From an optimization exercise on the open Yosys and OpenROAD flow, aimed at small area, a short achievable clock period and few clock cycles per item; shortcuts taken in it are not production practice. Only simulation tests tie the RTL to the original design; equivalence was not proved. Power and IR drop assume default switching activity.

## lane 1
Design SSE, start of the top module:
module SSE (
	input  logic        clk,
	input  logic        rst,
	input  logic        in_valid,
	input  logic        in_last,
	input  logic [31:0] A,
	input  logic [31:0] B,
	output logic        in_ready,
	output logic        out_valid,
	output logic [31:0] Y
);
	localparam logic [31:0] NAN = 32'h7f800001;
	logic v0, v2, v3, v4, v5;
	logic l0, l2, l3, l4, l5;
	always_ff @(posedge clk) begin
		if (rst) begin
			in_ready <= 0;
			{v0, v2, v3, v4, v5} <= 0;
		end
		else begin
			in_ready <= 1;
			v0 <= in_valid & in_ready;
			{v2, v3, v4, v5} <= {v0, v2, v3, v4};
		end
		{l0, l2, l3, l4, l5} <= {in_last, l0, l2, l3, l4};
	end
	logic        sA, sB;
	logic [7:0]  eA, eB;
	logic [22:0] fA, fB;
	assign {sA, eA, fA} = A;
	assign {sB, eB, fB} = B;
	logic nanA, nanB, infA, infB, zA, zB;
	assign nanA = (&eA) & (|fA);
	assign nanB = (&eB) & (|fB);
	assign infA = (&eA) & ~(|fA);
	assign infB = (&eB) & ~(|fB);
	assign zA = ~(|eA);
	assign zB = ~(|eB);
	logic        spec;
	logic [31:0] sval;
	always_comb begin
		spec = 1;
		if (nanA | nanB) sval = NAN;
		else if (infA & infB) sval = (sA == sB) ? A : NAN;
		else if (infA) sval = A;
		else if (infB) sval = B;
		else if (zA & zB) sval = 0;
		else if (zA) sval = {~sB, B[30:0]};
		else if (zB) sval = A;
		else begin
			spec = 0;
			sval = A;
		end
	end
	logic [8:0]  dAB;
	logic [7:0]  dBA;
	logic        aLess, eEq, fLess, swp;
	assign dAB = {1'b0, eA} - {1'b0, eB};
	assign dBA = eB - eA;
	assign aLess = dAB[8];
	assign eEq = (eA == eB);
	assign fLess = fA < fB;
  ...
Size in the first run: roughly 3,700 cells after synthesis, about 100 I/O pins.
export LEC_CHECK = 0
export CAP_MARGIN = 20
export CORE_MARGIN = 2
export CORE_UTILIZATION = 55
export CTS_CLUSTER_DIAMETER = 100
export CTS_CLUSTER_SIZE = 30
export PLACE_DENSITY = 0.72
export SETUP_SLACK_MARGIN = 5
export SLEW_MARGIN = 20
export SYNTH_HIERARCHICAL = 1
export SYNTH_MINIMUM_KEEP_SIZE = 0
create_clock -name core_clock -period 10.0 [get_ports {clk}]
standard.sh (not shown) runs the stock make flow with config.mk's settings and CLKGATE_MAP_FILE= SYNTH_SCRIPT=/design/flow/synth_recipe.tcl, a recipe that flattens the netlist after the stock synthesis.
==> flow/flow/run.sh <==
#!/bin/bash
set -euo pipefail
bash standard.sh SETUP_SLACK_MARGIN=6.0 "BUFFER_PORTS_ARGS=-buffer_cell sky130_fd_sc_hd__buf_1" finish > standard.log 2>&1
Testbench counts of lane 1, summed over its fixed seeds: cycles 8,146, items 8,082.
The following lists how lane 2 was set up differently from lane 1:
- CORE_UTILIZATION now 40, was 55
- PLACE_DENSITY now 0.6, was 0.72
[summary]
Against lane 1, lane 2 reports a post-detailed-placement cell area that is higher. Higher actual slew at the worst max-slew pin was reported by lane 1, not lane 2. Growth of design area from synthesis to finish in lane 2 vs lane 1: up 1.1 points. Lane 1 → lane 2: worst slack on hold paths went up 6.5 ps; total global routing track utilization fell 6.7 points; clock power climbed about 10%.
Setup changes, lane 2 to lane 3
- a change of CORE_UTILIZATION from 40 to 55
- a change of PLACE_DENSITY from 0.6 to 0.72
==> flow/flow/run.sh <==
#!/bin/bash
set -euo pipefail
bash standard.sh SETUP_SLACK_MARGIN=5.8 "BUFFER_PORTS_ARGS=-buffer_cell sky130_fd_sc_hd__buf_1" finish > standard.log 2>&1
Results
Lane 3 reached the end of the flow, and the finished layout is clean on the timing, DRC and antenna checks.
Taking lane 2 as the reference, in lane 3 horizontal die dimension lower; overflow left after global routing roughly the same; initial cell density of the core went up 15 points.
Delta (lane 3 minus lane 2): data required time at the worst endpoint fell by 30 ps; proportion of power drawn by the clock network fell 0.5 points; share of post-route cells with drive strength above 1 -4.1 points.
Fmax | lane 3 vs lane 2 | lane 3 slower
NOTE: cell area after placement in lane 3 falls short of that of lane 2
Taking lane 3 as 1.0, lane 2 lands at 1.08 on wire length.

* * *

SSE again, from the RTL that the note above started with.
## SSE
module SSE (
	input  logic        clk,
	input  logic        rst,
	input  logic        in_valid,
	input  logic        in_last,
	input  logic [31:0] A,
	input  logic [31:0] B,
	output logic        in_ready,
	output logic        out_valid,
	output logic [31:0] Y
);
	localparam logic [31:0] NAN = 32'h7f800001;
	logic v0, v2, v3, v4, v5;
	logic l0, l2, l3, l4, l5;
	always_ff @(posedge clk) begin
		if (rst) begin
			in_ready <= 0;
			{v0, v2, v3, v4, v5} <= 0;
		end
		else begin
			in_ready <= 1;
			v0 <= in_valid & in_ready;
			{v2, v3, v4, v5} <= {v0, v2, v3, v4};
		end
		{l0, l2, l3, l4, l5} <= {in_last, l0, l2, l3, l4};
	end
	logic        sA, sB;
	logic [7:0]  eA, eB;
	logic [22:0] fA, fB;
	assign {sA, eA, fA} = A;
	assign {sB, eB, fB} = B;
	logic nanA, nanB, infA, infB, zA, zB;
	assign nanA = (&eA) & (|fA);
	assign nanB = (&eB) & (|fB);
	assign infA = (&eA) & ~(|fA);
	assign infB = (&eB) & ~(|fB);
	assign zA = ~(|eA);
	assign zB = ~(|eB);
	logic        spec;
	logic [31:0] sval;
	always_comb begin
		spec = 1;
		if (nanA | nanB) sval = NAN;
		else if (infA & infB) sval = (sA == sB) ? A : NAN;
		else if (infA) sval = A;
		else if (infB) sval = B;
		else if (zA & zB) sval = 0;
		else if (zA) sval = {~sB, B[30:0]};
		else if (zB) sval = A;
		else begin
			spec = 0;
			sval = A;
		end
	end
	logic [8:0]  dAB;
	logic [7:0]  dBA;
	logic        aLess, eEq, fLess, swp;
	assign dAB = {1'b0, eA} - {1'b0, eB};
	assign dBA = eB - eA;
	assign aLess = dAB[8];
  ...
clock: 10.0 ns
lec_check: 0
cap_margin: 20
core_margin: 2
core_utilization: 40
cts_cluster_diameter: 100
cts_cluster_size: 30
place_density: 0.6
setup_slack_margin: 5
slew_margin: 20
synth_hierarchical: 1
synth_minimum_keep_size: 0
==> flow/flow/run.sh <==
#!/bin/bash
set -euo pipefail
bash standard.sh SETUP_SLACK_MARGIN=6.2 "BUFFER_PORTS_ARGS=-buffer_cell sky130_fd_sc_hd__buf_1" finish > standard.log 2>&1
The baseline passed the timing, DRC and antenna checks.
Testbench counts at the start, summed over its fixed seeds: cycles 8,146, items 8,082.
Change:
==> flow/flow/run.sh (replaced) <==
#!/bin/bash
set -euo pipefail
bash standard.sh SETUP_SLACK_MARGIN=6.0 "BUFFER_PORTS_ARGS=-buffer_cell sky130_fd_sc_hd__buf_1" finish > standard.log 2>&1
--- a/flow/config.mk
+++ b/flow/config.mk
@@ -10 +10 @@
-export CORE_UTILIZATION = 40
+export CORE_UTILIZATION = 68
@@ -13 +13 @@
-export PLACE_DENSITY = 0.6
+export PLACE_DENSITY = 0.82
=>
- routed wire length rose by 0.88%
- final area fell by 5.7%
- sequential share of layout area went up by 1.2 points
- via count climbs by 4.4%
- core utilization rises by 28 points
- total power decreases by 1.2%
- synthesized cell count is unchanged

* * *

SSE again, from the RTL that the note above started with.
==> flow/config.mk <==
export PLATFORM = sky130hd
export DESIGN_NAME = SSE
export DESIGN_NICKNAME = SSE
export VERILOG_FILES = /design/flow/design.v
export SDC_FILE = /design/flow/constraint.sdc
export NUM_CORES = 4
export LEC_CHECK = 0
export CAP_MARGIN = 20
export CORE_MARGIN = 2
export CORE_UTILIZATION = 40
export CTS_CLUSTER_DIAMETER = 100
export CTS_CLUSTER_SIZE = 30
export PLACE_DENSITY = 0.6
export SETUP_SLACK_MARGIN = 5
export SLEW_MARGIN = 20
export SYNTH_HIERARCHICAL = 1
export SYNTH_MINIMUM_KEEP_SIZE = 0
==> flow/constraint.sdc <==
create_clock -name core_clock -period 10.0 [get_ports {clk}]
set_input_delay 2.0000 -clock core_clock [delete_from_list [all_inputs] [get_ports {clk}]]
set_output_delay 2.0000 -clock core_clock [all_outputs]
set_load 0.01 [all_outputs]
==> flow/flow/run.sh <==
#!/bin/bash
set -euo pipefail
bash standard.sh SETUP_SLACK_MARGIN=5.8 "BUFFER_PORTS_ARGS=-buffer_cell sky130_fd_sc_hd__buf_1" finish > standard.log 2>&1
The baseline ran to the end with no violations.
Testbench counts at the start, summed over its fixed seeds: cycles 8,146, items 8,082.
Rerun with:
==> flow/flow/run.sh (replaced) <==
#!/bin/bash
set -euo pipefail
bash standard.sh SETUP_SLACK_MARGIN=5.6 "BUFFER_PORTS_ARGS=-buffer_cell sky130_fd_sc_hd__buf_1" finish > standard.log 2>&1
The changed run completed without violations.
Core utilization fell by 0.64 points.
Cell count decreases by about 0.5%.
Combinational power is lower by about 1%.

* * *

SSE, a different RTL version from the one above (not shown whole).
Size in the first run: ~3900 cells after synthesis, about 360 flip-flops, about 100 I/O pins.
clock: 10.0 ns
lec_check: 0
cap_margin: 20
core_margin: 2
core_utilization: 40
place_density: 0.6
setup_slack_margin: 5
slew_margin: 20
==> flow/flow/run.sh <==
#!/bin/bash
set -euo pipefail
bash standard.sh SETUP_SLACK_MARGIN=6.3 finish > standard.log 2>&1
Testbench counts at the start, summed over its fixed seeds: cycles 8,146, items 8,082.
Change:
==> flow/flow/run.sh (replaced) <==
#!/bin/bash
set -euo pipefail
bash standard.sh SETUP_SLACK_MARGIN=5.6 finish > standard.log 2>&1
What happened: The changed run completed with no timing, DRC or antenna violations. Utilization goes down by 4.1 points. Count of clock-buffer cells in the layout goes up by 1. Worst setup slack gets worse by 0.045 ns. Fmax goes down slightly.

* * *

## the previous run
Another version of the RTL of SSE (not shown whole).
Size: roughly 3600 cells after synthesis, about 32000 µm² of cells after synthesis.
export LEC_CHECK = 0
export CAP_MARGIN = 20
export CORE_MARGIN = 2
export CORE_UTILIZATION = 55
export CTS_CLUSTER_DIAMETER = 100
export CTS_CLUSTER_SIZE = 26
export PLACE_DENSITY = 0.72
export SETUP_SLACK_MARGIN = 5
export SLEW_MARGIN = 20
export SYNTH_HIERARCHICAL = 1
export SYNTH_MINIMUM_KEEP_SIZE = 0
create_clock -name core_clock -period 10.0 [get_ports {clk}]
==> flow/flow/run.sh <==
#!/bin/bash
set -euo pipefail
bash standard.sh SETUP_SLACK_MARGIN=5.8 "BUFFER_PORTS_ARGS=-buffer_cell sky130_fd_sc_hd__buf_1" finish > standard.log 2>&1
Testbench counts of the previous run, summed over its fixed seeds: cycles 8,146, items 8,082.
What the current run does differently from the previous run at the input level:
==> flow/flow/run.sh <==
#!/bin/bash
set -euo pipefail
bash standard.sh SETUP_SLACK_MARGIN=6.0 "BUFFER_PORTS_ARGS=-buffer_cell sky130_fd_sc_hd__buf_1" finish > standard.log 2>&1
### Flow results
The lower reported net switching power came out of the previous run. The global-route usage in the current run sits 0.30 points above the value recorded for the previous run. On number of placed cells counting well taps, the current run and the previous run are neck and neck. Summary of the current run over the previous run: number of nets in the final layout rose 38, area overhead of the layout relative to synthesis +2.7 points. From the previous run to the current run the numbers moved as follows: maximum achievable frequency now larger; final area rose 2.6%.

* * *

Another version of the RTL of SSE (not shown whole).
Size in the first run: roughly 360 flip-flops.
clock: 10.0 ns
lec_check: 0
cap_margin: 20
core_margin: 2
core_utilization: 40
cts_cluster_diameter: 100
cts_cluster_size: 30
place_density: 0.6
setup_slack_margin: 5
slew_margin: 20
==> flow/flow/run.sh <==
#!/bin/bash
set -euo pipefail
bash standard.sh SETUP_SLACK_MARGIN=5.6 "BUFFER_PORTS_ARGS=-buffer_cell sky130_fd_sc_hd__buf_1" finish > standard.log 2>&1
Testbench counts at the start, summed over its fixed seeds: cycles 8,146, items 8,082.
Next try:
- CTS_CLUSTER_SIZE: 30 -> 40
Outcome: Worst hold slack stays flat; power barely changes; utilization stays flat; final area hardly moves; global-route usage barely changes; count of clock-buffer cells in the layout stays the same; die area is unchanged; critical path depth is unchanged; clock skew stays flat.

* * *

SSE again, from the RTL that the note above started with.
==> flow/config.mk <==
export PLATFORM = sky130hd
export DESIGN_NAME = SSE
export DESIGN_NICKNAME = SSE
export VERILOG_FILES = /design/flow/design.v
export SDC_FILE = /design/flow/constraint.sdc
export NUM_CORES = 4
export LEC_CHECK = 0
export CAP_MARGIN = 20
export CORE_MARGIN = 2
export CORE_UTILIZATION = 40
export PLACE_DENSITY = 0.6
export SETUP_SLACK_MARGIN = 5
export SLEW_MARGIN = 20
==> flow/constraint.sdc <==
create_clock -name core_clock -period 10.0 [get_ports {clk}]
set_input_delay 2.0000 -clock core_clock [delete_from_list [all_inputs] [get_ports {clk}]]
set_output_delay 2.0000 -clock core_clock [all_outputs]
set_load 0.01 [all_outputs]
Scripts as last shown in full above: flow/flow/run.sh
Testbench counts at the start, summed over its fixed seeds: cycles 8,146, items 8,082.
Next try:
==> flow/flow/run.sh (replaced) <==
#!/bin/bash
set -euo pipefail
bash standard.sh SETUP_SLACK_MARGIN=5.8 finish > standard.log 2>&1
After rerunning:
- The changed run finished with timing, DRC and antenna clean
- final cell count is higher by 1.1%
- synthesized cell count does not change
- clock-buffer cell count is higher by 8
- die area stays the same
- sequential power hardly moves

==> afterwards: timing with drivers on the ports <==
No port has a modelled driver above. Below, the same layouts with a new extraction and two added sets of constraints.
Step 1: set_driving_cell puts a clkbuf_16 on clk and a buf_2 on each other input, an assumption about the parent block.
Step 2 times the ports against the registers' clock, not the clock port: input delays grow and output delays shrink by t, the midpoint of the rising clock arrivals with the driver on.
Slacks: no drivers / after step 1 / after step 2; pairs: no drivers / after step 1.
| run | t (ns) | setup slack, ns | slew at the worst register clock pin (ns) |
|---|---|---|---|
| lane 1 | 0.635 | 5.977 / 5.977 / 5.483 | 0.12 / 0.12 |
| lane 2 | 0.645 | 6.034 / 6.066 / 5.425 | 0.11 / 0.11 |
| lane 3 | 0.635 | 5.885 / 5.925 / 5.289 | 0.11 / 0.11 |
| the first run of note 2 | 0.639 | 6.090 / 6.090 / 5.539 | 0.12 / 0.12 |
| the second run of note 2 | 0.617 | 5.980 / 6.018 / 5.400 | 0.12 / 0.12 |
| the first run of note 3 | 0.639 | 5.898 / 5.898 / 5.340 | 0.12 / 0.12 |
| the second run of note 3 | 0.649 | 5.796 / 5.796 / 5.198 | 0.11 / 0.11 |
| the first run of note 4 | 0.654 | 5.660 / 5.660 / 5.126 | 0.07 / 0.07 |
| the second run of note 4 | 0.651 | 5.615 / 5.615 / 5.066 | 0.07 / 0.07 |
| the previous run | 0.631 | 5.880 / 5.906 / 5.290 | 0.11 / 0.11 |
| the current run | 0.635 | 5.981 / 6.025 / 5.389 | 0.11 / 0.11 |
| the first run of note 6 | 0.657 | 5.711 / 5.711 / 5.108 | 0.11 / 0.11 |
| the second run of note 6 | 0.663 | 5.707 / 5.707 / 5.117 | 0.11 / 0.11 |
| the first run of note 7 | 0.646 | 5.665 / 5.665 / 5.116 | 0.06 / 0.06 |
| the second run of note 7 | 0.653 | 5.706 / 5.706 / 5.227 | 0.07 / 0.07 |
After both steps setup and hold are still met in every run listed. The setup slack of lane 2, which loses most, moves by +0.032 ns with the drivers and by -0.609 ns with both steps.
